What follows belongs to an exercise in optimizing a design on an open flow for small area and a short achievable clock period; a production flow would make more cautious choices. Only simulation tests tie the RTL to the original design; equivalence was not proved. Power figures rest on the tool's default switching activity, not on a simulated workload.

<file path="design/flow/config.mk">
export PLATFORM = sky130hd
export DESIGN_NAME = fp16
export DESIGN_NICKNAME = fp16
export VERILOG_FILES = /design/flow/design.v
export SDC_FILE = /design/flow/constraint.sdc
export NUM_CORES = 4
export LEC_CHECK = 0
export CAP_MARGIN = 20
export CORE_MARGIN = 2
export CORE_UTILIZATION = 50
export CTS_BUF_LIST = sky130_fd_sc_hd__clkbuf_4 sky130_fd_sc_hd__clkbuf_8
export PLACE_DENSITY = 0.6
export SETUP_SLACK_MARGIN = 2.5
export SLEW_MARGIN = 20
export SYNTH_HIERARCHICAL = 1
export SYNTH_MINIMUM_KEEP_SIZE = 0
</file>
<file path="design/flow/constraint.sdc">
create_clock -name core_clock -period 6.0 [get_ports {clk_50}]
set_input_delay 1.2000 -clock core_clock [delete_from_list [all_inputs] [get_ports {clk_50}]]
set_output_delay 1.2000 -clock core_clock [all_outputs]
set_load 0.01 [all_outputs]
</file>
<file path="design/flow/design.v">
module add1(
	input clk,
	input en,
	input [15:0] x,
	output [15:0] z
	);
wire       nz = |x;
wire [4:0] e1 = x[14:10] + 5'd1;
wire [14:0] d = {e1[4:1], e1[0] & nz, x[9:0]};
reg [14:0] q;
always @(posedge clk) begin
	if (en) q <= d;
end
assign z = {1'b0, q};
endmodule
module fp16(
	input clk_50,reset_50,
	input [15:0] x_50,y_50,
	output [15:0] m_50,a_50
	);
reg        s1_s;
reg  [4:0] s1_e;
reg  [9:0] s1_xm, s1_ym;
reg        s1_nz;
always @(posedge clk_50) begin
	s1_s  <= x_50[15] ^ y_50[15];
	s1_e  <= x_50[14:10] + y_50[14:10] + 5'd17;	 
	s1_xm <= x_50[9:0];
	s1_ym <= y_50[9:0];
end
always @(posedge clk_50 or posedge reset_50) begin
	if (reset_50) s1_nz <= 1'b0;
	else          s1_nz <= (x_50 != 16'h0000) && (y_50 != 16'h0000);
end
wire [9:0] xm = s1_xm, ym = s1_ym;
wire [9:0] nxm = ~xm, nym = ~ym;
wire [9:0] npp [0:9];
genvar gi, gj;
generate for (gi = 0; gi < 10; gi = gi + 1) begin : g_pp
	for (gj = 0; gj < 10; gj = gj + 1) begin : g_pp2
		assign npp[gi][gj] = ~(xm[gi] & ym[gj]);
	end
end endgenerate
  wire hs0, hc0;
  fp16_xnor u_hx0 (.a(npp[0][9]), .b(npp[1][8]), .y(hs0));
  fp16_or u_ho0 (.a(npp[0][9]), .b(npp[1][8]), .y(hc0));
  wire fs1, fc1;
  fp16_fa u_fa1 (.a(nxm[0]), .b(nym[0]), .c(npp[1][9]), .s(fs1), .co(fc1));
  wire hs2, hc2;
  fp16_xnor u_hx2 (.a(npp[2][8]), .b(npp[3][7]), .y(hs2));
  fp16_or u_ho2 (.a(npp[2][8]), .b(npp[3][7]), .y(hc2));
  wire fs3, fc3;
  fp16_fa u_fa3 (.a(nxm[1]), .b(nym[1]), .c(npp[2][9]), .s(fs3), .co(fc3));
  wire hs4, hc4;
  fp16_xnor u_hx4 (.a(npp[3][8]), .b(npp[4][7]), .y(hs4));
  fp16_or u_ho4 (.a(npp[3][8]), .b(npp[4][7]), .y(hc4));
  wire fs5, fc5;
  fp16_fa u_fa5 (.a(nxm[2]), .b(nym[2]), .c(npp[3][9]), .s(fs5), .co(fc5));
  wire hs6, hc6;
  fp16_xnor u_hx6 (.a(npp[0][6]), .b(npp[1][5]), .y(hs6));
  fp16_or u_ho6 (.a(npp[0][6]), .b(npp[1][5]), .y(hc6));
  wire fs7, fc7;
  fp16_fa u_fa7 (.a(npp[0][7]), .b(npp[1][6]), .c(npp[2][5]), .s(fs7), .co(fc7));
  wire hs8, hc8;
  fp16_xnor u_hx8 (.a(npp[3][4]), .b(npp[4][3]), .y(hs8));
  fp16_or u_ho8 (.a(npp[3][4]), .b(npp[4][3]), .y(hc8));
  wire fs9, fc9;
  fp16_fa u_fa9 (.a(npp[0][8]), .b(npp[1][7]), .c(npp[2][6]), .s(fs9), .co(fc9));
  wire fs10, fc10;
  fp16_fa u_fa10 (.a(npp[3][5]), .b(npp[4][4]), .c(npp[5][3]), .s(fs10), .co(fc10));
  wire hs11, hc11;
  fp16_xnor u_hx11 (.a(npp[6][2]), .b(npp[7][1]), .y(hs11));
  fp16_or u_ho11 (.a(npp[6][2]), .b(npp[7][1]), .y(hc11));
  wire fs12, fc12;
  fp16_fa u_fa12 (.a(npp[2][7]), .b(npp[3][6]), .c(npp[4][5]), .s(fs12), .co(fc12));
  wire fs13, fc13;
  fp16_fa u_fa13 (.a(npp[5][4]), .b(npp[6][3]), .c(npp[7][2]), .s(fs13), .co(fc13));
  wire fs14, fc14;
  fp16_fa u_fa14 (.a(npp[8][1]), .b(npp[9][0]), .c(hs0), .s(fs14), .co(fc14));
  wire fs15, fc15;
  fp16_fa u_fa15 (.a(npp[4][6]), .b(npp[5][5]), .c(npp[6][4]), .s(fs15), .co(fc15));
  wire fs16, fc16;
  fp16_fa u_fa16 (.a(npp[7][3]), .b(npp[8][2]), .c(npp[9][1]), .s(fs16), .co(fc16));
  wire fs17, fc17;
  fp16_fa u_fa17 (.a(hc0), .b(hs2), .c(fs1), .s(fs17), .co(fc17));
  wire fs18, fc18;
  fp16_fa u_fa18 (.a(npp[5][6]), .b(npp[6][5]), .c(npp[7][4]), .s(fs18), .co(fc18));
  wire fs19, fc19;
  fp16_fa u_fa19 (.a(npp[8][3]), .b(npp[9][2]), .c(hc2), .s(fs19), .co(fc19));
  wire fs20, fc20;
  fp16_fa u_fa20 (.a(hs4), .b(fc1), .c(fs3), .s(fs20), .co(fc20));
  wire fs21, fc21;
  fp16_fa u_fa21 (.a(npp[4][8]), .b(npp[5][7]), .c(npp[6][6]), .s(fs21), .co(fc21));
  wire fs22, fc22;
  fp16_fa u_fa22 (.a(npp[7][5]), .b(npp[8][4]), .c(npp[9][3]), .s(fs22), .co(fc22));
  wire fs23, fc23;
  fp16_fa u_fa23 (.a(hc4), .b(fc3), .c(fs5), .s(fs23), .co(fc23));
  wire fs24, fc24;
  fp16_fa u_fa24 (.a(nxm[3]), .b(nym[3]), .c(npp[4][9]), .s(fs24), .co(fc24));
  wire fs25, fc25;
  fp16_fa u_fa25 (.a(npp[5][8]), .b(npp[6][7]), .c(npp[7][6]), .s(fs25), .co(fc25));
  wire fs26, fc26;
  fp16_fa u_fa26 (.a(npp[8][5]), .b(npp[9][4]), .c(fc5), .s(fs26), .co(fc26));
  wire fs27, fc27;
  fp16_fa u_fa27 (.a(nxm[4]), .b(nym[4]), .c(npp[5][9]), .s(fs27), .co(fc27));
  wire fs28, fc28;
  fp16_fa u_fa28 (.a(npp[6][8]), .b(npp[7][7]), .c(npp[8][6]), .s(fs28), .co(fc28));
  wire fs29, fc29;
  fp16_fa u_fa29 (.a(nxm[5]), .b(nym[5]), .c(npp[6][9]), .s(fs29), .co(fc29));
  wire hs30, hc30;
  fp16_xnor u_hx30 (.a(npp[0][4]), .b(npp[1][3]), .y(hs30));
  fp16_or u_ho30 (.a(npp[0][4]), .b(npp[1][3]), .y(hc30));
  wire fs31, fc31;
  fp16_fa u_fa31 (.a(npp[0][5]), .b(npp[1][4]), .c(npp[2][3]), .s(fs31), .co(fc31));
  wire hs32, hc32;
  fp16_xnor u_hx32 (.a(npp[3][2]), .b(npp[4][1]), .y(hs32));
  fp16_or u_ho32 (.a(npp[3][2]), .b(npp[4][1]), .y(hc32));
  wire fs33, fc33;
  fp16_fa u_fa33 (.a(npp[2][4]), .b(npp[3][3]), .c(npp[4][2]), .s(fs33), .co(fc33));
  wire fs34, fc34;
  fp16_fa u_fa34 (.a(npp[5][1]), .b(npp[6][0]), .c(hs6), .s(fs34), .co(fc34));
  wire fs35, fc35;
  fp16_fa u_fa35 (.a(npp[5][2]), .b(npp[6][1]), .c(npp[7][0]), .s(fs35), .co(fc35));
  wire fs36, fc36;
  fp16_fa u_fa36 (.a(hc6), .b(hs8), .c(fs7), .s(fs36), .co(fc36));
  wire fs37, fc37;
  fp16_fa u_fa37 (.a(npp[8][0]), .b(hc8), .c(hs11), .s(fs37), .co(fc37));
  wire fs38, fc38;
  fp16_fa u_fa38 (.a(fc7), .b(fs9), .c(fs10), .s(fs38), .co(fc38));
  wire fs39, fc39;
  fp16_fa u_fa39 (.a(hc11), .b(fc9), .c(fc10), .s(fs39), .co(fc39));
  wire fs40, fc40;
  fp16_fa u_fa40 (.a(fs12), .b(fs13), .c(fs14), .s(fs40), .co(fc40));
  wire fs41, fc41;
  fp16_fa u_fa41 (.a(fc12), .b(fc13), .c(fs15), .s(fs41), .co(fc41));
  wire fs42, fc42;
  fp16_fa u_fa42 (.a(fs16), .b(fc14), .c(fs17), .s(fs42), .co(fc42));
  wire fs43, fc43;
  fp16_fa u_fa43 (.a(fc15), .b(fc16), .c(fs18), .s(fs43), .co(fc43));
  wire fs44, fc44;
  fp16_fa u_fa44 (.a(fs19), .b(fc17), .c(fs20), .s(fs44), .co(fc44));
  wire fs45, fc45;
  fp16_fa u_fa45 (.a(fc18), .b(fs21), .c(fs22), .s(fs45), .co(fc45));
  wire fs46, fc46;
  fp16_fa u_fa46 (.a(fc19), .b(fc20), .c(fs23), .s(fs46), .co(fc46));
  wire fs47, fc47;
  fp16_fa u_fa47 (.a(fc21), .b(fc22), .c(fs24), .s(fs47), .co(fc47));
  wire fs48, fc48;
  fp16_fa u_fa48 (.a(fs25), .b(fc23), .c(fs26), .s(fs48), .co(fc48));
  wire fs49, fc49;
  fp16_fa u_fa49 (.a(npp[9][5]), .b(fc24), .c(fc25), .s(fs49), .co(fc49));
  wire fs50, fc50;
  fp16_fa u_fa50 (.a(fs27), .b(fs28), .c(fc26), .s(fs50), .co(fc50));
  wire fs51, fc51;
  fp16_fa u_fa51 (.a(npp[7][8]), .b(npp[8][7]), .c(npp[9][6]), .s(fs51), .co(fc51));
  wire fs52, fc52;
  fp16_fa u_fa52 (.a(fc27), .b(fc28), .c(fs29), .s(fs52), .co(fc52));
  wire fs53, fc53;
  fp16_fa u_fa53 (.a(nxm[6]), .b(nym[6]), .c(npp[7][9]), .s(fs53), .co(fc53));
  wire fs54, fc54;
  fp16_fa u_fa54 (.a(npp[8][8]), .b(npp[9][7]), .c(fc29), .s(fs54), .co(fc54));
  wire fs55, fc55;
  fp16_fa u_fa55 (.a(nxm[7]), .b(nym[7]), .c(npp[8][9]), .s(fs55), .co(fc55));
  wire hs56, hc56;
  fp16_xnor u_hx56 (.a(npp[0][3]), .b(npp[1][2]), .y(hs56));
  fp16_or u_ho56 (.a(npp[0][3]), .b(npp[1][2]), .y(hc56));
  wire fs57, fc57;
  fp16_fa u_fa57 (.a(npp[2][2]), .b(npp[3][1]), .c(npp[4][0]), .s(fs57), .co(fc57));
  wire fs58, fc58;
  fp16_fa u_fa58 (.a(npp[5][0]), .b(hc30), .c(hs32), .s(fs58), .co(fc58));
  wire fs59, fc59;
  fp16_fa u_fa59 (.a(hc32), .b(fc31), .c(fs33), .s(fs59), .co(fc59));
  wire fs60, fc60;
  fp16_fa u_fa60 (.a(fc33), .b(fs35), .c(fc34), .s(fs60), .co(fc60));
  wire fs61, fc61;
  fp16_fa u_fa61 (.a(fc35), .b(fs37), .c(fc36), .s(fs61), .co(fc61));
  wire fs62, fc62;
  fp16_fa u_fa62 (.a(fc37), .b(fc38), .c(fs39), .s(fs62), .co(fc62));
  wire fs63, fc63;
  fp16_fa u_fa63 (.a(fc39), .b(fs41), .c(fc40), .s(fs63), .co(fc63));
  wire fs64, fc64;
  fp16_fa u_fa64 (.a(fc41), .b(fs43), .c(fc42), .s(fs64), .co(fc64));
  wire fs65, fc65;
  fp16_fa u_fa65 (.a(fc43), .b(fs45), .c(fc44), .s(fs65), .co(fc65));
  wire fs66, fc66;
  fp16_fa u_fa66 (.a(fc45), .b(fs47), .c(fc46), .s(fs66), .co(fc66));
  wire fs67, fc67;
  fp16_fa u_fa67 (.a(fc47), .b(fs49), .c(fc48), .s(fs67), .co(fc67));
  wire fs68, fc68;
  fp16_fa u_fa68 (.a(fs51), .b(fc49), .c(fs52), .s(fs68), .co(fc68));
  wire fs69, fc69;
  fp16_fa u_fa69 (.a(fc51), .b(fs53), .c(fc52), .s(fs69), .co(fc69));
  wire fs70, fc70;
  fp16_fa u_fa70 (.a(npp[9][8]), .b(fc53), .c(fs55), .s(fs70), .co(fc70));
  wire fs71, fc71;
  fp16_fa u_fa71 (.a(nxm[8]), .b(nym[8]), .c(npp[9][9]), .s(fs71), .co(fc71));
  wire hs72, hc72;
  fp16_xnor u_hx72 (.a(npp[0][2]), .b(npp[1][1]), .y(hs72));
  fp16_or u_ho72 (.a(npp[0][2]), .b(npp[1][1]), .y(hc72));
  wire fs73, fc73;
  fp16_fa u_fa73 (.a(npp[2][1]), .b(npp[3][0]), .c(hs56), .s(fs73), .co(fc73));
  wire fs74, fc74;
  fp16_fa u_fa74 (.a(hc56), .b(hs30), .c(fs57), .s(fs74), .co(fc74));
  wire fs75, fc75;
  fp16_fa u_fa75 (.a(fc57), .b(fs31), .c(fs58), .s(fs75), .co(fc75));
  wire fs76, fc76;
  fp16_fa u_fa76 (.a(fc58), .b(fs34), .c(fs59), .s(fs76), .co(fc76));
  wire fs77, fc77;
  fp16_fa u_fa77 (.a(fc59), .b(fs36), .c(fs60), .s(fs77), .co(fc77));
  wire fs78, fc78;
  fp16_fa u_fa78 (.a(fs38), .b(fc60), .c(fs61), .s(fs78), .co(fc78));
  wire fs79, fc79;
  fp16_fa u_fa79 (.a(fc61), .b(fs40), .c(fs62), .s(fs79), .co(fc79));
  wire fs80, fc80;
  fp16_fa u_fa80 (.a(fc62), .b(fs42), .c(fs63), .s(fs80), .co(fc80));
  wire fs81, fc81;
  fp16_fa u_fa81 (.a(fs44), .b(fc63), .c(fs64), .s(fs81), .co(fc81));
  wire fs82, fc82;
  fp16_fa u_fa82 (.a(fs46), .b(fc64), .c(fs65), .s(fs82), .co(fc82));
  wire fs83, fc83;
  fp16_fa u_fa83 (.a(fs48), .b(fc65), .c(fs66), .s(fs83), .co(fc83));
  wire fs84, fc84;
  fp16_fa u_fa84 (.a(fs50), .b(fc66), .c(fs67), .s(fs84), .co(fc84));
  wire fs85, fc85;
  fp16_fa u_fa85 (.a(fc50), .b(fs68), .c(fc67), .s(fs85), .co(fc85));
  wire fs86, fc86;
  fp16_fa u_fa86 (.a(fs54), .b(fc68), .c(fs69), .s(fs86), .co(fc86));
  wire fs87, fc87;
  fp16_fa u_fa87 (.a(fc54), .b(fs70), .c(fc69), .s(fs87), .co(fc87));
  wire fs88, fc88;
  fp16_fa u_fa88 (.a(fc55), .b(fs71), .c(fc70), .s(fs88), .co(fc88));
  wire fs89, fc89;
  fp16_fa u_fa89 (.a(nxm[9]), .b(nym[9]), .c(fc71), .s(fs89), .co(fc89));
wire [21:0] nra = {1'b1, fc89, fc88, fc87, fc86, fc85, fc84, fc83, fc82, fc81, fc80, fc79, fc78, fc77, fc76, fc75, fc74, fc73, hc72, hs72, npp[0][1], npp[0][0]};
wire [21:0] nrb = {1'b1, 1'b0, fs89, fs88, fs87, fs86, fs85, fs84, fs83, fs82, fs81, fs80, fs79, fs78, fs77, fs76, fs75, fs74, fs73, npp[2][0], npp[1][0], 1'b1};
wire [21:0] kd  = nra & nrb;
wire [21:0] pd  = nra ^ nrb;
wire [9:0] lk [0:4];
wire [9:0] lp [0:4];
assign lk[0] = kd[9:0];
assign lp[0] = pd[9:0];
genvar gl;
generate for (gl = 0; gl < 4; gl = gl + 1) begin : g_lo
	for (gi = 0; gi < 10; gi = gi + 1) begin : g_pos
		if (gi >= (1 << gl)) begin : g_node
			assign lk[gl+1][gi] = lk[gl][gi] | (lp[gl][gi] & lk[gl][gi-(1<<gl)]);
			assign lp[gl+1][gi] = lp[gl][gi] & lp[gl][gi-(1<<gl)];
		end else begin : g_pass
			assign lk[gl+1][gi] = lk[gl][gi];
			assign lp[gl+1][gi] = lp[gl][gi];
		end
	end
end endgenerate
wire nc10 = lk[4][9] | lp[4][9];
reg [11:0] s2_p, s2_k;
reg        s2_nc;
reg        s2_s;
reg  [4:0] s2_e;
reg        s2_nz;
always @(posedge clk_50) begin
	s2_p  <= pd[21:10];
	s2_k  <= kd[21:10];
	s2_nc <= nc10;
	s2_s  <= s1_s;
	s2_e  <= s1_e;
end
always @(posedge clk_50 or posedge reset_50) begin
	if (reset_50) s2_nz <= 1'b0;
	else          s2_nz <= s1_nz;
end
wire [4:0]  e1 = s2_e + 5'd1;
wire [14:0] mag;
wire o0;
fp16_aoi21 u_o0 (.a1(s2_p[0]), .a2(s2_nc), .b1(s2_k[0]), .y(o0));
wire o1;
fp16_aoi21 u_o1 (.a1(s2_p[1]), .a2(s2_k[0]), .b1(s2_k[1]), .y(o1));
wire o2;
fp16_nand2 u_o2 (.a(s2_p[1]), .b(s2_p[0]), .y(o2));
wire o3;
fp16_aoi21 u_o3 (.a1(s2_p[2]), .a2(s2_k[1]), .b1(s2_k[2]), .y(o3));
wire o4;
fp16_nand2 u_o4 (.a(s2_p[2]), .b(s2_p[1]), .y(o4));
wire o5;
fp16_aoi21 u_o5 (.a1(s2_p[3]), .a2(s2_k[2]), .b1(s2_k[3]), .y(o5));
wire o6;
fp16_nand2 u_o6 (.a(s2_p[3]), .b(s2_p[2]), .y(o6));
wire o7;
fp16_aoi21 u_o7 (.a1(s2_p[4]), .a2(s2_k[3]), .b1(s2_k[4]), .y(o7));
wire o8;
fp16_nand2 u_o8 (.a(s2_p[4]), .b(s2_p[3]), .y(o8));
wire o9;
fp16_aoi21 u_o9 (.a1(s2_p[5]), .a2(s2_k[4]), .b1(s2_k[5]), .y(o9));
wire o10;
fp16_nand2 u_o10 (.a(s2_p[5]), .b(s2_p[4]), .y(o10));
wire o11;
fp16_aoi21 u_o11 (.a1(s2_p[6]), .a2(s2_k[5]), .b1(s2_k[6]), .y(o11));
wire o12;
fp16_nand2 u_o12 (.a(s2_p[6]), .b(s2_p[5]), .y(o12));
wire o13;
fp16_aoi21 u_o13 (.a1(s2_p[7]), .a2(s2_k[6]), .b1(s2_k[7]), .y(o13));
wire o14;
fp16_nand2 u_o14 (.a(s2_p[7]), .b(s2_p[6]), .y(o14));
wire o15;
fp16_aoi21 u_o15 (.a1(s2_p[8]), .a2(s2_k[7]), .b1(s2_k[8]), .y(o15));
wire o16;
fp16_nand2 u_o16 (.a(s2_p[8]), .b(s2_p[7]), .y(o16));
wire o17;
fp16_aoi21 u_o17 (.a1(s2_p[9]), .a2(s2_k[8]), .b1(s2_k[9]), .y(o17));
wire o18;
fp16_nand2 u_o18 (.a(s2_p[9]), .b(s2_p[8]), .y(o18));
wire o19;
fp16_inv u_o19 (.a(s2_nc), .y(o19));
wire o20;
fp16_oai21 u_o20 (.a1(o2), .a2(o19), .b1(o1), .y(o20));
wire o21;
fp16_oai21 u_o21 (.a1(o4), .a2(o0), .b1(o3), .y(o21));
wire o22;
fp16_oai21 u_o22 (.a1(o6), .a2(o1), .b1(o5), .y(o22));
wire o23;
fp16_nor2 u_o23 (.a(o6), .b(o2), .y(o23));
wire o24;
fp16_oai21 u_o24 (.a1(o8), .a2(o3), .b1(o7), .y(o24));
wire o25;
fp16_nor2 u_o25 (.a(o8), .b(o4), .y(o25));
wire o26;
fp16_oai21 u_o26 (.a1(o10), .a2(o5), .b1(o9), .y(o26));
wire o27;
fp16_nor2 u_o27 (.a(o10), .b(o6), .y(o27));
wire o28;
fp16_oai21 u_o28 (.a1(o12), .a2(o7), .b1(o11), .y(o28));
wire o29;
fp16_nor2 u_o29 (.a(o12), .b(o8), .y(o29));
wire o30;
fp16_oai21 u_o30 (.a1(o14), .a2(o9), .b1(o13), .y(o30));
wire o31;
fp16_nor2 u_o31 (.a(o14), .b(o10), .y(o31));
wire o32;
fp16_oai21 u_o32 (.a1(o16), .a2(o11), .b1(o15), .y(o32));
wire o33;
fp16_nor2 u_o33 (.a(o16), .b(o12), .y(o33));
wire o34;
fp16_oai21 u_o34 (.a1(o18), .a2(o13), .b1(o17), .y(o34));
wire o35;
fp16_nor2 u_o35 (.a(o18), .b(o14), .y(o35));
wire o36;
fp16_aoi21 u_o36 (.a1(o23), .a2(s2_nc), .b1(o22), .y(o36));
wire o37;
fp16_inv u_o37 (.a(o0), .y(o37));
wire o38;
fp16_aoi21 u_o38 (.a1(o25), .a2(o37), .b1(o24), .y(o38));
wire o39;
fp16_aoi21 u_o39 (.a1(o27), .a2(o20), .b1(o26), .y(o39));
wire o40;
fp16_aoi21 u_o40 (.a1(o29), .a2(o21), .b1(o28), .y(o40));
wire o41;
fp16_aoi21 u_o41 (.a1(o31), .a2(o22), .b1(o30), .y(o41));
wire o42;
fp16_nand2 u_o42 (.a(o31), .b(o23), .y(o42));
wire o43;
fp16_aoi21 u_o43 (.a1(o33), .a2(o24), .b1(o32), .y(o43));
wire o44;
fp16_nand2 u_o44 (.a(o33), .b(o25), .y(o44));
wire o45;
fp16_aoi21 u_o45 (.a1(o35), .a2(o26), .b1(o34), .y(o45));
wire o46;
fp16_nand2 u_o46 (.a(o35), .b(o27), .y(o46));
wire o47;
fp16_oai21 u_o47 (.a1(o42), .a2(o19), .b1(o41), .y(o47));
wire o48;
fp16_oai21 u_o48 (.a1(o44), .a2(o0), .b1(o43), .y(o48));
wire o49;
fp16_inv u_o49 (.a(o20), .y(o49));
wire o50;
fp16_oai21 u_o50 (.a1(o46), .a2(o49), .b1(o45), .y(o50));
wire o51;
fp16_xnor2 u_o51 (.a(s2_p[0]), .b(s2_nc), .y(o51));
wire o52;
fp16_xor2 u_o52 (.a(s2_p[1]), .b(o0), .y(o52));
wire o53;
fp16_xnor2 u_o53 (.a(s2_p[2]), .b(o20), .y(o53));
wire o54;
fp16_xnor2 u_o54 (.a(s2_p[3]), .b(o21), .y(o54));
wire o55;
fp16_xor2 u_o55 (.a(s2_p[4]), .b(o36), .y(o55));
wire o56;
fp16_xor2 u_o56 (.a(s2_p[5]), .b(o38), .y(o56));
wire o57;
fp16_xor2 u_o57 (.a(s2_p[6]), .b(o39), .y(o57));
wire o58;
fp16_xor2 u_o58 (.a(s2_p[7]), .b(o40), .y(o58));
wire o59;
fp16_xnor2 u_o59 (.a(s2_p[8]), .b(o47), .y(o59));
wire o60;
fp16_xnor2 u_o60 (.a(s2_p[9]), .b(o48), .y(o60));
wire o61;
fp16_xnor2 u_o61 (.a(s2_p[10]), .b(o50), .y(o61));
wire o62;
fp16_nand2 u_o62 (.a(s2_p[10]), .b(o50), .y(o62));
wire o63;
fp16_nand2 u_o63 (.a(s2_p[10]), .b(o50), .y(o63));
wire o64;
fp16_nand2 u_o64 (.a(s2_nz), .b(o51), .y(o64));
wire o65;
fp16_nand2 u_o65 (.a(s2_nz), .b(o52), .y(o65));
wire o66;
fp16_nand2 u_o66 (.a(s2_nz), .b(o53), .y(o66));
wire o67;
fp16_nand2 u_o67 (.a(s2_nz), .b(o54), .y(o67));
wire o68;
fp16_nand2 u_o68 (.a(s2_nz), .b(o55), .y(o68));
wire o69;
fp16_nand2 u_o69 (.a(s2_nz), .b(o56), .y(o69));
wire o70;
fp16_nand2 u_o70 (.a(s2_nz), .b(o57), .y(o70));
wire o71;
fp16_nand2 u_o71 (.a(s2_nz), .b(o58), .y(o71));
wire o72;
fp16_nand2 u_o72 (.a(s2_nz), .b(o59), .y(o72));
wire o73;
fp16_nand2 u_o73 (.a(s2_nz), .b(o60), .y(o73));
wire o74;
fp16_nand2 u_o74 (.a(s2_nz), .b(o61), .y(o74));
wire o75;
fp16_nand2 u_o75 (.a(s2_nz), .b(s2_e[0]), .y(o75));
wire o76;
fp16_nand2 u_o76 (.a(s2_nz), .b(s2_e[1]), .y(o76));
wire o77;
fp16_nand2 u_o77 (.a(s2_nz), .b(s2_e[2]), .y(o77));
wire o78;
fp16_nand2 u_o78 (.a(s2_nz), .b(s2_e[3]), .y(o78));
wire o79;
fp16_nand2 u_o79 (.a(s2_nz), .b(s2_e[4]), .y(o79));
wire o80;
fp16_nand2 u_o80 (.a(s2_nz), .b(e1[0]), .y(o80));
wire o81;
fp16_nand2 u_o81 (.a(s2_nz), .b(e1[1]), .y(o81));
wire o82;
fp16_nand2 u_o82 (.a(s2_nz), .b(e1[2]), .y(o82));
wire o83;
fp16_nand2 u_o83 (.a(s2_nz), .b(e1[3]), .y(o83));
wire o84;
fp16_nand2 u_o84 (.a(s2_nz), .b(e1[4]), .y(o84));
wire o85;
fp16_mux2i u_o85 (.s(o62), .a0(o64), .a1(o65), .y(o85));
wire o86;
fp16_mux2i u_o86 (.s(o62), .a0(o65), .a1(o66), .y(o86));
wire o87;
fp16_mux2i u_o87 (.s(o62), .a0(o66), .a1(o67), .y(o87));
wire o88;
fp16_mux2i u_o88 (.s(o62), .a0(o67), .a1(o68), .y(o88));
wire o89;
fp16_mux2i u_o89 (.s(o62), .a0(o68), .a1(o69), .y(o89));
wire o90;
fp16_mux2i u_o90 (.s(o62), .a0(o69), .a1(o70), .y(o90));
wire o91;
fp16_mux2i u_o91 (.s(o62), .a0(o70), .a1(o71), .y(o91));
wire o92;
fp16_mux2i u_o92 (.s(o62), .a0(o71), .a1(o72), .y(o92));
wire o93;
fp16_mux2i u_o93 (.s(o63), .a0(o72), .a1(o73), .y(o93));
wire o94;
fp16_mux2i u_o94 (.s(o63), .a0(o73), .a1(o74), .y(o94));
wire o95;
fp16_mux2i u_o95 (.s(o63), .a0(o75), .a1(o80), .y(o95));
wire o96;
fp16_mux2i u_o96 (.s(o63), .a0(o76), .a1(o81), .y(o96));
wire o97;
fp16_mux2i u_o97 (.s(o63), .a0(o77), .a1(o82), .y(o97));
wire o98;
fp16_mux2i u_o98 (.s(o63), .a0(o78), .a1(o83), .y(o98));
wire o99;
fp16_mux2i u_o99 (.s(o63), .a0(o79), .a1(o84), .y(o99));
assign mag = {o99, o98, o97, o96, o95, o94, o93, o92, o91, o90, o89, o88, o87, o86, o85};
wire [15:0] m_q = {s2_nz & s2_s, mag};
assign m_50 = m_q;
reg c0, c1;
wire ph0 = ~(c0 | c1);
always @(posedge clk_50 or posedge reset_50) begin
	if (reset_50) begin
		c0 <= 1'b0;
		c1 <= 1'b0;
	end else begin
		c0 <= ph0;
		c1 <= c0;
	end
end
add1 a1(.clk(clk_50), .en(ph0), .x(m_q), .z(a_50));
endmodule
module fp16_fa(input a, b, c, output s, co);
	assign s  = a ^ b ^ c;
	assign co = (a & b) | (a & c) | (b & c);
endmodule
module fp16_xnor(input a, b, output y);
	assign y = ~(a ^ b);
endmodule
module fp16_or(input a, b, output y);
	assign y = a | b;
endmodule
module fp16_inv(input a, output y);
	assign y = ~a;
endmodule
module fp16_nand2(input a, b, output y);
	assign y = ~(a & b);
endmodule
module fp16_nor2(input a, b, output y);
	assign y = ~(a | b);
endmodule
module fp16_aoi21(input a1, a2, b1, output y);
	assign y = ~((a1 & a2) | b1);
endmodule
module fp16_oai21(input a1, a2, b1, output y);
	assign y = ~((a1 | a2) & b1);
endmodule
module fp16_xor2(input a, b, output y);
	assign y = a ^ b;
endmodule
module fp16_xnor2(input a, b, output y);
	assign y = ~(a ^ b);
endmodule
module fp16_mux2i(input s, a0, a1, output y);
	assign y = ~(s ? a1 : a0);
endmodule
</file>
<file path="design/flow/flow/run.sh">
#!/bin/bash
set -e
export BUFFER_PORTS_ARGS="-buffer_cell sky130_fd_sc_hd__buf_1"
export CTS_ARGS="-sink_clustering_enable -repair_clock_nets -dont_use_dummy_load -buf_list {sky130_fd_sc_hd__clkbuf_4 sky130_fd_sc_hd__clkbuf_8}"
export RECOVER_POWER=50
bash standard.sh > standard.log 2>&1
</file>
<file path="design/flow/standard.sh">
#!/bin/bash
# synth_recipe.tcl (not shown) runs the flow's synth.tcl, then flattens the netlist and writes it again
# the make line also repeats each setting of config.mk as NAME=value (left out here)
make -C /OpenROAD-flow-scripts/flow DESIGN_CONFIG=/design/flow/config.mk WORK_HOME=/design/flow/orfs CLKGATE_MAP_FILE= SYNTH_SCRIPT=/design/flow/synth_recipe.tcl "${@:-finish}"
</file>
==> impl_metrics.env, run 1 <==
export IMPL_status="no timing/DRC/antenna violations"
export IMPL_cp_required_ns=4.80
export IMPL_grtUsageMet1_pct=30.8
export IMPL_path_clk_slew_ns=0.08
export IMPL_leakage_nw=2.26
export IMPL_yosysMostFrequentCell="nand2_1"
export IMPL_fmax_ghz=0.267
export IMPL_io_buffers=64
export IMPL_ys_ff_latch=73
export IMPL_syn_inst=516
export IMPL_rsz0062_at_grt="true"
export IMPL_globalRouteMet2Util_pct=31.3
export IMPL_avgSynthCellArea_um2=10.4
export IMPL_wl_per_cell_um=15.7
export IMPL_die_x_um=108
export IMPL_hold_violations=0
export IMPL_synth_cell_types=32
export IMPL_wl_mm=10.9
export IMPL_worstPathArrival_ns=2.55
export IMPL_grt_pass1_vias=3749
export IMPL_grt_busiest_layer="met2"
export IMPL_ys_seq_area_share_pct=30.3
export IMPL_total_power_w=0.00243
export IMPL_synth_ff_type="dfxtp_1"
export IMPL_place_gp_congestion=0.896
export IMPL_finalNetCount=700
export IMPL_grt_max_degree=23
export IMPL_drive_above_1_share_pct=9.75
export IMPL_crit_family="compound AO/OA/AOI/OAI gates"
export IMPL_skew_ns=0.0260
export IMPL_pre_cts_slack_ns=2.44
export IMPL_htreeDepth=3
export IMPL_diodes=0
export IMPL_fin_crit_sh_pct=62.4
export IMPL_r2r_start="s1_ym[6]$_DFF_P_"
export IMPL_critical_path_slowest_cell="nand2_1"
export IMPL_min_delay_path_class="flop to flop"
export IMPL_synthTopCellsByArea="fa_1 (30%), dfxtp_1 (20%), nand2_1 (9.4%)"
export IMPL_yosysWarnings=8
export IMPL_vias_per_cell=5.17
export IMPL_synth_top_cell_area_share_pct=30.1
export IMPL_setup_ws_ns=2.25
export IMPL_cp_max_fo=7
export IMPL_dpl_hpwl_mm=8.85
export IMPL_firstDrtPassIters=5
export IMPL_ios=66
export IMPL_grt_total_usage_pct=20.7
export IMPL_antenna_found_initial=0
export IMPL_area_growth_syn_to_layout_pct=8.28
export IMPL_core_um2=10400
export IMPL_ctsHoldBuffers=0
export IMPL_start_kind="flop"
export IMPL_met3_usage_pct=4.66
export IMPL_die_h_um=108
export IMPL_cpMostUsedCell="inv_1"
export IMPL_critical_path_cell_chain="inv_1, o21ai_2, inv_1, o21ai_0, nand2_1, mux2i_2, buf_1"
export IMPL_num_vias=3565
export IMPL_setup_viol=0
export IMPL_drc=0
export IMPL_hold_start="s1_s$_DFF_P_"
export IMPL_clk_latency_ns=0.33
export IMPL_gr_total_overflow=0
export IMPL_slew_violations=0
export IMPL_power_density_nw_per_um2=417
export IMPL_dieArea_um2=11600
export IMPL_drtIter0Drc=181
export IMPL_finalCriticalPeriod_ns=3.75
export IMPL_regArea_um2=1670
export IMPL_fill_cells=946
export IMPL_cts_buffers=9
export IMPL_start_util_pct=51.8
export IMPL_multi_input_area_um2=3500
export IMPL_synth_edff_count=15
export IMPL_tightest_slew_ns=0.860
export IMPL_fin_setup_tns_ns=0
export IMPL_synthArstFlopShare_pct=5.48
export IMPL_grt_pass1_wl_mm=18.5
export IMPL_synthesis_nets=660
export IMPL_crit_start="s2_nc$_DFF_P_"
export IMPL_drv_cap=0
export IMPL_synth_area_um2=5390
export IMPL_crit_buf_inv=3
export IMPL_postRouteAntennaNets=0
export IMPL_cts_root_buf="clkbuf_8"
export IMPL_peakVddDrop_mv=0.301
export IMPL_ys_top_cells_by_count="nand2_1 (135), fa_1 (81), dfxtp_1 (54)"
export IMPL_max_slew_margin_pct=42.7
export IMPL_cts_sinks=73
export IMPL_cts_tree="done"
export IMPL_rows=37
export IMPL_cts_buffer_depth=2
export IMPL_criticalPathCategory="flop to primary output"
export IMPL_endpoint_kind="primary output"
export IMPL_yosys_area_top_type="fa_1"
export IMPL_critical_path_max_stage_delay_ns=0.47
per-module statistics from Yosys (local to each module, per instance):
module / times used / cell area, µm²
fp16: 1 / 2450
add1: 1 / 566
fp16_fa: 80 / 20.0
fp16_mux2i: 15 / 10.0
fp16_aoi21: 17 / 8.76
fp16_xnor: 10 / 8.76
fp16_xnor2: 6 / 8.76
fp16_xor2: 5 / 8.76
fp16_or: 10 / 6.26
fp16_oai21: 12 / 5.00
fp16_inv: 3 / 3.75
fp16_nand2: 35 / 3.75
fp16_nor2: 7 / 3.75
final cells by class:
class,instances,area share (%)
multi-input cells,372,59.9
flip-flops and latches,73,28.6
repair buffers,65,4.18
well taps,136,2.91
inverters,35,2.25
clock buffers,9,2.12
sequential cells by signal, indices dropped and copies added, names as in the netlist, 5 cells and up:
name   count
s2_e       5
s1_e       5
s2_k      10
s2_p      11
s1_xm     10
s1_ym     10
a1.q      15
final timing paths:
kind | endpoint | slack (ns) | cells after the start
worst max register to register | s2_nc$_DFF_P_ | 2.61 | 9
min in group asynchronous | s1_nz$_DFF_PP0_ | 0.71 | 2
worst max-delay path | m_50[11] | 2.25 | 7
worst min-delay path | s2_s$_DFF_P_ | 0.31 | 0
worst min register to register | s2_s$_DFF_P_ | 0.31 | 0
max in group asynchronous | c0$_DFF_PP0_ | 5.13 | 2
worst reg2reg max path, cell delays in order (launching register included):
cell	delay, ns
dfxtp_2	0.47
nand2_1	0.12
fa_1	0.43
fa_1	0.46
fa_1	0.54
fa_1	0.43
ha_1	0.32
and4_1	0.17
a32oi_1	0.16
o211ai_1	0.14
layer usage:
layer	wire length (µm)	part of all wire, %
met3	711	6.6
met2	4940	46
met1	5150	47
met5	0	0
met4	55	0.51
logic make-up after synthesis:
| logic type | after synthesis | synth area share (%) |
|---|---|---|
| and+or+nand+nor | 175 | 13.6 |
| adders and majority gates | 110 | 36.8 |
| DFF | 73 | 30.3 |
| buffers and inverters | 71 | 6.06 |
| AOI/OAI and AO/OA | 39 | 5.20 |
| xor gates and xnor gates | 32 | 5.20 |
| muxes | 15 | 2.78 |
| other | 1 | 0.0696 |
metrics by stage:
stage / hold slack (ns) / utilization (%) / area (µm²) / cells
global placement: 0.314 / 53.9 / 5610 / 681
global route: 0.316 / 56.0 / 5840 / 690
floorplan: 0.310 / - / 5390 / 516
detailed placement: 0.312 / 53.9 / 5610 / 681
finish: 0.309 / 56.0 / 5840 / 690
CTS: 0.312 / 55.5 / 5780 / 690
cells in the final DEF (no fill, tap or decap):
| cell type | netlist | final |
|---|---|---|
| nand2_1 | 135 | 135 |
| fa_1 | 81 | 81 |
| buf_1 | 0 | 64 |
| dfxtp_1 | 54 | 36 |
| inv_1 | 35 | 35 |
| ha_1 | 29 | 29 |
| xnor2_1 | 23 | 23 |
| a21oi_2 | 17 | 17 |
| edfxtp_1 | 15 | 15 |
| nor4_1 | 11 | 11 |
| dfxtp_2 | 0 | 11 |
| or2_1 | 10 | 10 |
| o21ai_1 | 12 | 10 |
| xor2_1 | 9 | 9 |
| clkbuf_8 | 0 | 9 |
| nor2_1 | 8 | 8 |
| dfxtp_4 | 0 | 7 |
| mux2i_1 | 15 | 6 |
| mux2i_2 | 0 | 6 |
| nand3_1 | 4 | 4 |
| dfrtp_1 | 4 | 4 |
| mux2i_4 | 0 | 3 |
| a21o_1 | 2 | 2 |
| a21oi_1 | 2 | 2 |
| nand4_1 | 2 | 2 |
| o21ai_0 | 1 | 2 |
| and2_1 | 2 | 1 |
| and2_0 | 0 | 1 |
| and4_1 | 1 | 1 |
| nor3_1 | 1 | 1 |
| o21a_1 | 1 | 1 |
| o2bb2ai_1 | 1 | 1 |
| a32oi_1 | 1 | 1 |
| o211ai_1 | 1 | 1 |
| nor3b_1 | 1 | 1 |
| a41oi_1 | 1 | 1 |
| conb_1 | 1 | 1 |
| o21ai_2 | 0 | 1 |
| clkbuf_1 | 20 | 1 |
power breakdown:
part           internal [W]  leakage, nW  total [W]  switching, W
sequential         0.000698        0.634   0.000835      0.000137
clock              0.000134       0.0647   0.000281      0.000147
combinational      0.000548         1.56    0.00132      0.000770
repair_timing:
| item | in CTS | in global routing |
|---|---|---|
| resized for setup | 17 | 30 |
| setup endpoints to repair | 16 | 22 |
| buffers inserted | 0 | 0 |
| cloned | 0 | 0 |
| pin swaps | 1 | 0 |
==> run 2, diff against run 1 <==
==> design/flow/flow/run.sh (replaced) <==
#!/bin/bash
set -e
export BUFFER_PORTS_ARGS="-buffer_cell sky130_fd_sc_hd__buf_1"
export CTS_ARGS="-sink_clustering_enable -repair_clock_nets -dont_use_dummy_load -buf_list {sky130_fd_sc_hd__clkbuf_4 sky130_fd_sc_hd__clkbuf_8}"
export RECOVER_POWER=70
bash standard.sh > standard.log 2>&1
--- a/design/flow/config.mk
+++ b/design/flow/config.mk
@@ -9,3 +9,3 @@
 export CORE_MARGIN = 2
-export CORE_UTILIZATION = 50
+export CORE_UTILIZATION = 40
 export CTS_BUF_LIST = sky130_fd_sc_hd__clkbuf_4 sky130_fd_sc_hd__clkbuf_8
==> run 2 against run 1 <==
Net effect:
- sequential power is 0.8% lower
- non-clock buffer count stayed put
- critical path depth stayed put
- still clean on timing, DRC and antenna
- hold slack better by 0.021 ns
- total power is 0.82% lower
- maximum frequency is 6.6% lower
- design area is 0.13% higher
- global-route usage is 4.7 points lower
- combinational power hardly changed
- synthesized cell count stayed put
- die area is 24% higher
==> impl_metrics.env, run 2 <==
export IMPL_rows=42
export IMPL_cpMostUsedCell="inv_1"
export IMPL_holdWs_ns=0.330
export IMPL_hold_violations=0
export IMPL_max_slew_margin_pct=43.4
export IMPL_post_layout_nonfiller_instances=730
export IMPL_min_delay_path_class="flop to flop"
export IMPL_fin_crit_sh_pct=66.8
export IMPL_grt_max_degree=23
export IMPL_r2r_start="s1_xm[0]$_DFF_P_"
export IMPL_power_density_nw_per_um2=413
export IMPL_final_area_um2=5850
export IMPL_critical_path_cell_chain="inv_1, o21ai_2, inv_1, o21ai_0, nand2_1, mux2i_1, buf_1"
export IMPL_path_clk_slew_ns=0.07
export IMPL_status="no timing/DRC/antenna violations"
export IMPL_yosysWarnings=8
export IMPL_dp_cells=721
export IMPL_reg2reg_depth=9
export IMPL_hold_start="s1_e[2]$_DFF_P_"
export IMPL_dpl_hpwl_mm=8.81
export IMPL_die_x_um=120
export IMPL_drv_cap=0
export IMPL_htreeDepth=3
export IMPL_ys_top_cells_by_count="nand2_1 (135), fa_1 (81), dfxtp_1 (54)"
export IMPL_synthArstFlopShare_pct=5.48
export IMPL_drive_above_1_share_pct=8.66
export IMPL_cp_max_fo=7
export IMPL_rrSetupSlack_ns=2.63
export IMPL_cts_root_buf="clkbuf_8"
export IMPL_diodes=0
export IMPL_synthesis_nets=660
export IMPL_hold_depth=0
export IMPL_wl_mm=10.9
export IMPL_start_kind="flop"
export IMPL_antenna_found_initial=0
export IMPL_ys_ff_latch=73
export IMPL_top_register="a1.q"
export IMPL_synth_area_um2=5390
export IMPL_synth_cell_types=32
export IMPL_synth_edff_count=15
export IMPL_drtIter0Drc=120
export IMPL_cts_buffer_depth=2
export IMPL_finalCriticalPeriod_ns=4.01
export IMPL_fin_setup_tns_ns=0
export IMPL_slew_violations=0
export IMPL_fmax_ghz=0.249
export IMPL_placed_area_um2=5660
export IMPL_grt_pass1_wl_mm=18.2
export IMPL_finalNetCount=700
export IMPL_synth_ff_type="dfxtp_1"
export IMPL_vias_per_cell=4.87
export IMPL_critical_path_slowest_cell="mux2i_1"
export IMPL_postRouteAntennaNets=0
export IMPL_die_h_um=120
export IMPL_core_um2=13200
export IMPL_avgSynthCellArea_um2=10.4
export IMPL_start_util_pct=40.9
export IMPL_peakVddDrop_mv=0.221
export IMPL_wl_per_cell_um=14.9
export IMPL_critical_path_max_stage_delay_ns=0.52
export IMPL_synthTopCellsByArea="fa_1 (30%), dfxtp_1 (20%), nand2_1 (9.4%)"
export IMPL_dieArea_um2=14400
export IMPL_yosysMostFrequentCell="nand2_1"
export IMPL_worstPathArrival_ns=2.81
export IMPL_post_cts_setup_buffers=0
export IMPL_ys_seq_area_share_pct=30.3
export IMPL_top_regs="a1.q x15, s2_p x11"
export IMPL_num_vias=3552
export IMPL_grt_total_usage_pct=15.9
export IMPL_cts_buffers=9
export IMPL_yosys_area_top_type="fa_1"
export IMPL_place_gp_congestion=0.857
export IMPL_hold_end="s2_e[2]$_DFF_P_"
export IMPL_endpoint_kind="primary output"
export IMPL_grt_pass1_vias=3657
export IMPL_drc=0
export IMPL_ios=66
export IMPL_r2r_end="s2_nc$_DFF_P_"
export IMPL_skew_ns=0.0270
export IMPL_io_buffers=64
export IMPL_gr_total_overflow=0
export IMPL_rsz0062_at_grt="true"
export IMPL_leakage_nw=2.28
export IMPL_setup_viol=0
export IMPL_cts_tree="done"
export IMPL_clk_latency_ns=0.34
export IMPL_synth_top_cell_area_share_pct=30.1
export IMPL_tightest_slew_ns=0.849
export IMPL_final_common_cell="nand2_1"
export IMPL_cts_sinks=73
export IMPL_firstDrtPassIters=4
export IMPL_syn_inst=516
export IMPL_criticalPathCategory="flop to primary output"
export IMPL_area_growth_syn_to_layout_pct=8.42
export IMPL_layout_common_cells="nand2_1 (134), fa_1 (81), buf_1 (64)"
export IMPL_cp_required_ns=4.80
export IMPL_largest_reg_flops=15
run 2: logic make-up after synthesis:
kind of cell / Yosys count / share of synthesized area (%)
simple gates: 175 / 13.6
fa+ha+maj: 110 / 36.8
flops: 73 / 30.3
buf+inv: 71 / 6.06
compound gates: 39 / 5.20
xor+xnor: 32 / 5.20
mux: 15 / 2.78
other cells: 1 / 0.0696
run 2: repair_timing:
item	CTS	global route
hold buffers	0	0
gates resized for setup	9	34
setup endpoints to repair	16	20
pin swaps	1	0
run 2: modules after synthesis, one instance, submodules excluded, excerpt:
module / area (µm²) / flops+latches
add1: 566 / 15
fp16_xnor: 8.76 / 0
fp16_oai21: 5.00 / 0
fp16_nand2: 3.75 / 0
fp16_aoi21: 8.76 / 0
fp16_mux2i: 10.0 / 0
fp16_nor2: 3.75 / 0
fp16_fa: 20.0 / 0
fp16: 2450 / 58
fp16_xnor2: 8.76 / 0
fp16_or: 6.26 / 0
run 2: power by group:
group          internal, W  leakage [nW]  switching, W
Sequential        0.000699         0.631      0.000129
Clock             0.000134        0.0647      0.000153
Combinational     0.000530          1.59      0.000768
Total              0.00136          2.28       0.00105
run 2: cell type report:
cell class,count,area (µm²)
inverters,35,131
well taps,176,220
multi-input cells,372,3470
repair buffers,65,244
clock buffers,9,124
fillers,1250,7340
flip-flops and latches,73,1650
run 2: worst max-delay path by stage:
stage,slack (ns),end,depth (start not counted),startpoint
after floorplan,2.66,s2_nc$_DFF_P_,10,s1_ym[8]$_DFF_P_
after global placement,2.55,s2_nc$_DFF_P_,9,s1_ym[6]$_DFF_P_
after detailed placement,2.49,s2_nc$_DFF_P_,9,s1_xm[3]$_DFF_P_
after CTS,2.50,s2_nc$_DFF_P_,9,s1_xm[0]$_DFF_P_
after global routing,1.75,m_50[12],7,s2_p[6]$_DFF_P_
final,1.99,m_50[12],7,s2_nc$_DFF_P_
run 2: per-layer routing:
| metal | vias to the layer above | GRT usage (%) | part of all wire (%) |
|---|---|---|---|
| met1 | 1764 | 23.0 | 48 |
| met2 | 76 | 24.5 | 47 |
| met3 | 12 | 3.14 | 3.6 |
| li1 | 1700 | - | - |
| met4 | 0 | 4.41 | 1.2 |
| met5 | - | 0 | 0 |
run 2: critical path: cells and delay by family, from the launching register on:
family / cells / cell delay, ns
and+or+nand+nor: 1 / 0.47
buffers and inverters: 3 / 0.36
DFF: 1 / 0.44
muxes: 1 / 0.52
AOI/OAI and AO/OA: 2 / 0.68
run 2: metrics by stage:
step	power (W)	utilization (%)	setup slack, ns
floorplan	0.00188	-	2.66
global placement	0.00209	42.9	2.55
detailed placement	0.00212	42.9	2.49
CTS	0.00244	44.1	2.50
global route	0.00265	44.3	1.75
finish	0.00241	44.3	1.99
==> run 3, diff against run 2 <==
==> design/flow/flow/run.sh (replaced) <==
#!/bin/bash
set -e
export BUFFER_PORTS_ARGS="-buffer_cell sky130_fd_sc_hd__buf_1"
export CTS_ARGS="-sink_clustering_enable -repair_clock_nets -dont_use_dummy_load -buf_list {sky130_fd_sc_hd__clkbuf_4 sky130_fd_sc_hd__clkbuf_8}"
export RECOVER_POWER=30
bash standard.sh > standard.log 2>&1
==> run 3 against run 2 <==
Net effect:
- core utilization is 0.62 points higher
- first-iteration DRC count is 7.5% lower
- synthesized area stayed put
- register-to-register slack hardly changed
- synthesized cell count stayed put
- clock skew is 0.00094 ns lower
- flip-flop and latch count stayed put
- maximum frequency is 19% higher
- cell count stayed put
- count of clock-buffer cells in the layout stayed put
- critical path type is now flop to flop
- critical endpoint is now s2_nc$_DFF_P_
==> impl_metrics.env, run 3 <==
export IMPL_status="no timing/DRC/antenna violations"
export IMPL_seq_power_share_pct=32.9
export IMPL_cts_buffer_depth=2
export IMPL_post_cts_setup_buffers=0
export IMPL_gr_total_overflow=0
export IMPL_total_power_w=0.00252
export IMPL_cts_root_buf="clkbuf_8"
export IMPL_synth_ff_type="dfxtp_1"
export IMPL_place_gp_congestion=0.857
export IMPL_cts_buffers=9
export IMPL_p_int_w=0.00142
export IMPL_drtIter0Drc=111
export IMPL_clk_latency_ns=0.34
export IMPL_yosys_area_top_type="fa_1"
export IMPL_slew_violations=0
export IMPL_path_clk_slew_ns=0.07
export IMPL_num_vias=3563
export IMPL_drc=0
export IMPL_peakVddDrop_mv=0.221
export IMPL_worstPathArrival_ns=3.58
export IMPL_start_util_pct=40.9
export IMPL_cts_sinks=73
export IMPL_power_density_nw_per_um2=425
export IMPL_finalCriticalPeriod_ns=3.37
export IMPL_min_delay_path_class="flop to flop"
export IMPL_synthArstFlopShare_pct=5.48
export IMPL_crit_family="adder cells"
export IMPL_vias_per_cell=4.88
export IMPL_postRouteAntennaNets=0
export IMPL_ys_top_cells_by_count="nand2_1 (135), fa_1 (81), dfxtp_1 (54)"
export IMPL_firstDrtPassIters=6
export IMPL_dieArea_um2=14400
export IMPL_criticalPathCategory="flop to flop"
export IMPL_yosysWarnings=8
export IMPL_synth_cell_types=32
export IMPL_die_h_um=120
export IMPL_largest_reg_flops=15
export IMPL_ctsHoldBuffers=0
export IMPL_multi_input_area_um2=3550
export IMPL_max_slew_margin_pct=43.8
export IMPL_synthTopCellsByArea="fa_1 (30%), dfxtp_1 (20%), nand2_1 (9.4%)"
export IMPL_top_register="a1.q"
export IMPL_yosysMostFrequentCell="nand2_1"
export IMPL_synth_edff_count=15
export IMPL_area_growth_syn_to_layout_pct=9.93
export IMPL_fin_setup_tns_ns=0
export IMPL_critical_path_slowest_cell="dfxtp_1"
export IMPL_fmax_ghz=0.297
export IMPL_pwr_share_comb_pct=55.8
export IMPL_rows=42
export IMPL_cpMostUsedCell="fa_1"
export IMPL_wl_mm=10.9
export IMPL_finalNetCount=700
export IMPL_antenna_found_initial=0
export IMPL_critical_path_cell_chain="nand2_1, or2_1, fa_1, fa_1, fa_1, ha_1, and4_1, a32oi_1, o211ai_1"
export IMPL_cp_required_ns=6.21
export IMPL_drive_above_1_share_pct=11.2
export IMPL_die_x_um=120
export IMPL_ios=66
export IMPL_grt_max_degree=23
export IMPL_fin_util_pct=44.9
export IMPL_crit_buf_inv=0
export IMPL_synth_top_cell_area_share_pct=30.1
export IMPL_critical_path_max_stage_delay_ns=0.61
export IMPL_endpoint_kind="flop"
export IMPL_ys_seq_area_share_pct=30.3
export IMPL_synth_area_um2=5390
export IMPL_syn_inst=516
export IMPL_core_um2=13200
export IMPL_hold_violations=0
export IMPL_io_buffers=64
export IMPL_wl_per_cell_um=14.9
export IMPL_rsz0062_at_grt="true"
export IMPL_dpl_hpwl_mm=8.81
export IMPL_skew_ns=0.0260
export IMPL_setup_viol=0
export IMPL_layout_common_cells="nand2_1 (133), fa_1 (81), buf_1 (64)"
export IMPL_avgSynthCellArea_um2=10.4
export IMPL_final_common_cell="nand2_1"
export IMPL_diodes=0
export IMPL_grt_pass1_vias=3657
export IMPL_tightest_slew_ns=0.842
export IMPL_synthesis_nets=660
export IMPL_grt_total_usage_pct=15.9
export IMPL_cp_max_fo=11
export IMPL_start_kind="flop"
export IMPL_ys_ff_latch=73
export IMPL_drv_cap=0
export IMPL_htreeDepth=3
export IMPL_regArea_um2=1650
export IMPL_clockPowerShare_pct=11.4
export IMPL_cts_tree="done"
export IMPL_fin_crit_sh_pct=56.1
export IMPL_swShare_pct=43.7
export IMPL_grt_pass1_wl_mm=18.2
export IMPL_fill_cells=1237
export IMPL_top_regs="a1.q x15, s2_p x11"
export IMPL_leakage_nw=2.25
export IMPL_switching_power_w=0.00110
[run 3: timing repair]
item / 4_1_cts / 5_1_grt
gates cloned: 0 / 0
setup endpoints to repair: 16 / 20
gates resized for setup: 9 / 34
pin swaps: 1 / 0
[run 3: Yosys stat by module (local to each module, per instance)]
module / cells inside / flops+latches
add1: 31 / 15
fp16: 285 / 58
fp16_aoi21: 1 / 0
fp16_fa: 1 / 0
fp16_inv: 1 / 0
fp16_mux2i: 1 / 0
fp16_nand2: 1 / 0
fp16_nor2: 1 / 0
fp16_oai21: 1 / 0
fp16_or: 1 / 0
fp16_xnor: 1 / 0
fp16_xnor2: 1 / 0
fp16_xor2: 1 / 0
[run 3: final timing paths]
path,slack [ns],from,cells past startpoint,endpoint
worst max-delay path,2.63,s1_xm[6]$_DFF_P_,9,s2_nc$_DFF_P_
worst min-delay path,0.33,s1_e[2]$_DFF_P_,0,s2_e[2]$_DFF_P_
worst max register to register,2.63,s1_xm[6]$_DFF_P_,9,s2_nc$_DFF_P_
worst min register to register,0.33,s1_e[2]$_DFF_P_,0,s2_e[2]$_DFF_P_
max in group asynchronous,5.14,reset_50,2,s1_nz$_DFF_PP0_
min in group asynchronous,0.70,reset_50,2,c0$_DFF_PP0_
[run 3: cells by family after synthesis]
group,count (synthesis),synth area share [%]
multiplexers,15,2.78
AO/OA/AOI/OAI,39,5.20
other,1,0.0696
flip-flops,73,30.3
XOR/XNOR,32,5.20
buffers and inverters,71,6.06
AND/OR/NAND/NOR,175,13.6
adder cells (fa/ha/maj),110,36.8
[run 3: layout make-up]
cell class / count / area share (%)
Sequential cell: 73 / 27.9
Clock buffer: 9 / 2.09
Multi-Input combinational cell: 372 / 60.0
Timing Repair Buffer: 65 / 4.12
Inverter: 35 / 2.22
Tap cell: 176 / 3.72
[run 3: routing by layer]
| layer | vias to the layer above | part of all wire, % | track usage [%] |
|---|---|---|---|
| met5 | - | 0 | 0 |
| met3 | 14 | 3.9 | 3.14 |
| met1 | 1755 | 47 | 23.0 |
| met4 | 0 | 1.4 | 4.41 |
| met2 | 93 | 47 | 24.5 |
| li1 | 1701 | - | - |
[run 3: power groups by stage]
stage	Clock (W)	Combinational [W]	Sequential (W)
after floorplan	0	0.00106	0.000823
after global placement	0	0.00125	0.000836
after detailed placement	0	0.00128	0.000838
after CTS	0.000299	0.00132	0.000828
after global routing	0.000319	0.00158	0.000848
final	0.000286	0.00140	0.000828
[run 3: through the flow]
stage / instances / hold slack [ns] / area, µm² / setup slack (ns)
floorplan: 516 / 0.310 / 5390 / 2.66
detailed placement: 721 / 0.317 / 5660 / 2.49
CTS: 730 / 0.335 / 5820 / 2.50
global placement: 721 / 0.312 / 5660 / 2.55
finish: 730 / 0.330 / 5930 / 2.63
global route: 730 / 0.339 / 5930 / 2.50
==> run 4, diff against run 3 <==
==> design/flow/flow/run.sh (replaced) <==
#!/bin/bash
set -e
export BUFFER_PORTS_ARGS="-buffer_cell sky130_fd_sc_hd__buf_1"
export CTS_ARGS="-sink_clustering_enable -repair_clock_nets -dont_use_dummy_load -buf_list {sky130_fd_sc_hd__clkbuf_4 sky130_fd_sc_hd__clkbuf_8}"
bash standard.sh > standard.log 2>&1
--- a/design/flow/config.mk
+++ b/design/flow/config.mk
@@ -7,2 +7,3 @@
 export LEC_CHECK = 0
+export ABC_AREA = 1
 export CAP_MARGIN = 20
==> run 4 against run 3 <==
Net effect:
- still clean on timing, DRC and antenna
- count of clock-buffer cells in the layout unchanged
- wire length up 7.4%
- total power down 2.6%
- register-to-register slack about the same
- clock power up 5%
- largest power group unchanged
==> impl_metrics.env, run 4 <==
export IMPL_fmax_ghz=0.296
export IMPL_firstDrtPassIters=4
export IMPL_grt_total_usage_pct=15.9
export IMPL_gr_total_overflow=0
export IMPL_cts_sinks=73
export IMPL_die_h_um=127
export IMPL_io_buffers=64
export IMPL_top_register="a1.q"
export IMPL_rows=44
export IMPL_synthesis_nets=898
export IMPL_wl_mm=11.7
export IMPL_grt_pass1_wl_mm=20.1
export IMPL_r2r_end="s2_p[3]$_DFF_P_"
export IMPL_final_area_um2=6440
export IMPL_leakage_nw=3.31
export IMPL_ys_seq_area_share_pct=27.1
export IMPL_antenna_found_initial=0
export IMPL_slew_violations=0
export IMPL_die_x_um=127
export IMPL_grt_max_degree=23
export IMPL_diodes=0
export IMPL_cp_required_ns=6.25
export IMPL_synth_cell_types=20
export IMPL_synth_ff_type="dfxtp_1"
export IMPL_place_gp_congestion=0.819
export IMPL_synth_area_um2=6010
export IMPL_cts_tree="done"
export IMPL_r2r_start="s1_ym[2]$_DFF_P_"
export IMPL_fill_cells=1460
export IMPL_wl_per_cell_um=11.9
export IMPL_drive_above_1_share_pct=6.19
export IMPL_endpoint="s2_p[3]$_DFF_P_"
export IMPL_core_um2=14600
export IMPL_clk_latency_ns=0.36
export IMPL_synth_top_cell_area_share_pct=27.0
export IMPL_setup_viol=0
export IMPL_yosysMostFrequentCell="nand2_1"
export IMPL_synth_edff_count=15
export IMPL_syn_inst=754
export IMPL_min_delay_path_class="flop to flop"
export IMPL_cts_buffers=9
export IMPL_criticalPathCategory="flop to flop"
export IMPL_finalNetCount=938
export IMPL_reg2reg_depth=7
export IMPL_max_slew_margin_pct=56.4
export IMPL_crit_start="s1_ym[2]$_DFF_P_"
export IMPL_peakVddDrop_mv=0.143
export IMPL_skew_ns=0.0159
export IMPL_synthTopCellsByArea="fa_1 (27%), dfxtp_1 (18%), nand2_1 (18%)"
export IMPL_cts_buffer_depth=2
export IMPL_placed_area_um2=6270
export IMPL_dpl_hpwl_mm=9.51
export IMPL_finalCriticalPeriod_ns=3.38
export IMPL_drtIter0Drc=237
export IMPL_drv_cap=0
export IMPL_layout_common_cells="nand2_1 (284), inv_1 (154), fa_1 (81)"
export IMPL_ys_top_cells_by_count="nand2_1 (286), inv_1 (154), fa_1 (81)"
export IMPL_yosysWarnings=8
export IMPL_drc=0
export IMPL_yosys_area_top_type="fa_1"
export IMPL_hold_violations=0
export IMPL_cp_max_fo=11
export IMPL_largest_reg_flops=15
export IMPL_cts_root_buf="clkbuf_8"
export IMPL_postRouteAntennaNets=0
export IMPL_dp_cells=967
export IMPL_rsz0062_at_grt="true"
export IMPL_avgSynthCellArea_um2=7.97
export IMPL_ios=66
export IMPL_num_vias=4367
export IMPL_start_util_pct=41.2
export IMPL_worstPathArrival_ns=3.63
export IMPL_endpoint_kind="flop"
export IMPL_top_regs="a1.q x15, s2_p x11"
export IMPL_fin_crit_sh_pct=56.3
export IMPL_final_common_cell="nand2_1"
export IMPL_power_density_nw_per_um2=381
export IMPL_ys_ff_latch=73
export IMPL_dieArea_um2=16000
export IMPL_start_kind="flop"
export IMPL_synthArstFlopShare_pct=5.48
export IMPL_multi_input_area_um2=3610
export IMPL_grt_pass1_vias=4200
export IMPL_post_layout_nonfiller_instances=976
export IMPL_regArea_um2=1650
export IMPL_rrSetupSlack_ns=2.62
export IMPL_tightest_slew_ns=0.654
export IMPL_path_clk_slew_ns=0.07
export IMPL_post_cts_setup_buffers=0
export IMPL_holdWs_ns=0.328
export IMPL_htreeDepth=3
export IMPL_fin_setup_tns_ns=0
export IMPL_total_power_w=0.00245
export IMPL_area_growth_syn_to_layout_pct=7.16
export IMPL_vias_per_cell=4.47
export IMPL_status="no timing/DRC/antenna violations"
-- run 4: modules after synthesis (local to each module, per instance), excerpt --
module	flops+latches	cells	times used
fp16_aoi21	0	1	17
add1	15	42	1
fp16_fa	0	1	80
fp16_inv	0	1	3
fp16	58	333	1
fp16_xor2	0	5	5
fp16_nand2	0	1	35
fp16_or	0	3	10
fp16_oai21	0	1	12
fp16_nor2	0	1	7
fp16_xnor	0	5	10
fp16_xnor2	0	5	6
-- run 4: report_power, final --
part           total, W  switching [W]  internal (W)
Sequential     0.000823       0.000135      0.000688
Combinational   0.00133       0.000815      0.000514
Clock          0.000301       0.000167      0.000134
Total           0.00245        0.00112       0.00134
-- run 4: critical path, stage by stage, from the launching register on --
cell and delay [ns]:
dfxtp_1 0.61, inv_1 0.12, fa_1 0.53, fa_1 0.43
fa_1 0.39, fa_1 0.51, fa_1 0.42, ha_1 0.28
-- run 4: cell families (layout without fill, tap and decap cells) --
| group | after synthesis | count (layout) | synth area share, % |
|---|---|---|---|
| AO/OA/AOI/OAI | 33 | 33 | 3.85 |
| XOR/XNOR | 8 | 8 | 1.17 |
| adder cells (fa/ha/maj) | 110 | 110 | 33.0 |
| buffers and inverters | 190 | 228 | 13.3 |
| flip-flops | 73 | 73 | 27.1 |
| other | 1 | 1 | 0.0624 |
| AND/OR/NAND/NOR | 339 | 339 | 21.5 |
-- run 4: how the worst min path moves through the flow --
stage / startpoint / to / slack (ns) / depth (start not counted)
floorplan: s1_e[0]$_DFF_P_ / s2_e[0]$_DFF_P_ / 0.31 / 0
detailed placement: s1_e[2]$_DFF_P_ / s2_e[2]$_DFF_P_ / 0.31 / 0
global route: s1_e[3]$_DFF_P_ / s2_e[3]$_DFF_P_ / 0.33 / 0
finish: s1_e[2]$_DFF_P_ / s2_e[2]$_DFF_P_ / 0.33 / 0
global placement: s1_e[3]$_DFF_P_ / s2_e[3]$_DFF_P_ / 0.31 / 0
CTS: s1_e[2]$_DFF_P_ / s2_e[2]$_DFF_P_ / 0.33 / 0
-- run 4: repair_timing --
action,CTS,global route
gates resized for setup,4,17
setup endpoints to repair,15,17
hold buffers,0,0
-- run 4: per-stage QoR --
stage / setup WS [ns] / util [%]
after CTS: 2.54 / 43.9
after global placement: 2.67 / 43.0
final: 2.62 / 44.2
after floorplan: 2.83 / -
after detailed placement: 2.57 / 43.0
after global routing: 2.48 / 44.2
-- run 4: layout make-up --
class                   count  area share [%]
repair buffers             65            3.85
clock buffers               9            1.92
well taps                 184            3.57
inverters                 154            8.97
flip-flops and latches     73            25.6
multi-input cells         491            56.1
-- run 4: per-layer routing --
layer | GRT usage [%] | vias to the layer above | part of all wire [%]
li1 | - | 2237 | -
met1 | 23.2 | 1990 | 48
met2 | 24.3 | 127 | 44
met3 | 2.32 | 13 | 6.1
met4 | 5.95 | 0 | 1.6
met5 | 0 | - | 0

==> separate check: timing with driven ports <==
Ports are ideal in the flow. The routed layouts listed here were re-timed in OpenROAD. Step 1: set_driving_cell puts a clkbuf_16 on clk_50 and a buf_2 on each other input, an assumption about the parent block. Step 2 adds t to the input delays and takes it off the output delays; t is the mean of the earliest and latest rising clock arrival at the registers after step 1. Input paths then give back, and output paths get back, about the clock's delay inside the block. Slacks: no drivers / after step 1 / after step 2; pairs: no drivers / after step 1.
run | t (ns) | setup slack, ns | worst setup path after step 2 | slew at the worst register clock pin (ns) | pins driven straight from the clock port
run 1 | 0.350 | 2.254 / 2.220 / 2.570 | register to output | 0.08 / 0.08 | 1
run 2 | 0.358 | 1.989 / 1.962 / 2.320 | register to output | 0.07 / 0.07 | 1
run 3 | 0.357 | 2.633 / 2.633 / 2.633 | register to register | 0.07 / 0.07 | 1
run 4 | 0.389 | 2.620 / 2.620 / 2.620 | register to register | 0.08 / 0.08 | 1
After both steps setup and hold are still met in every run listed.
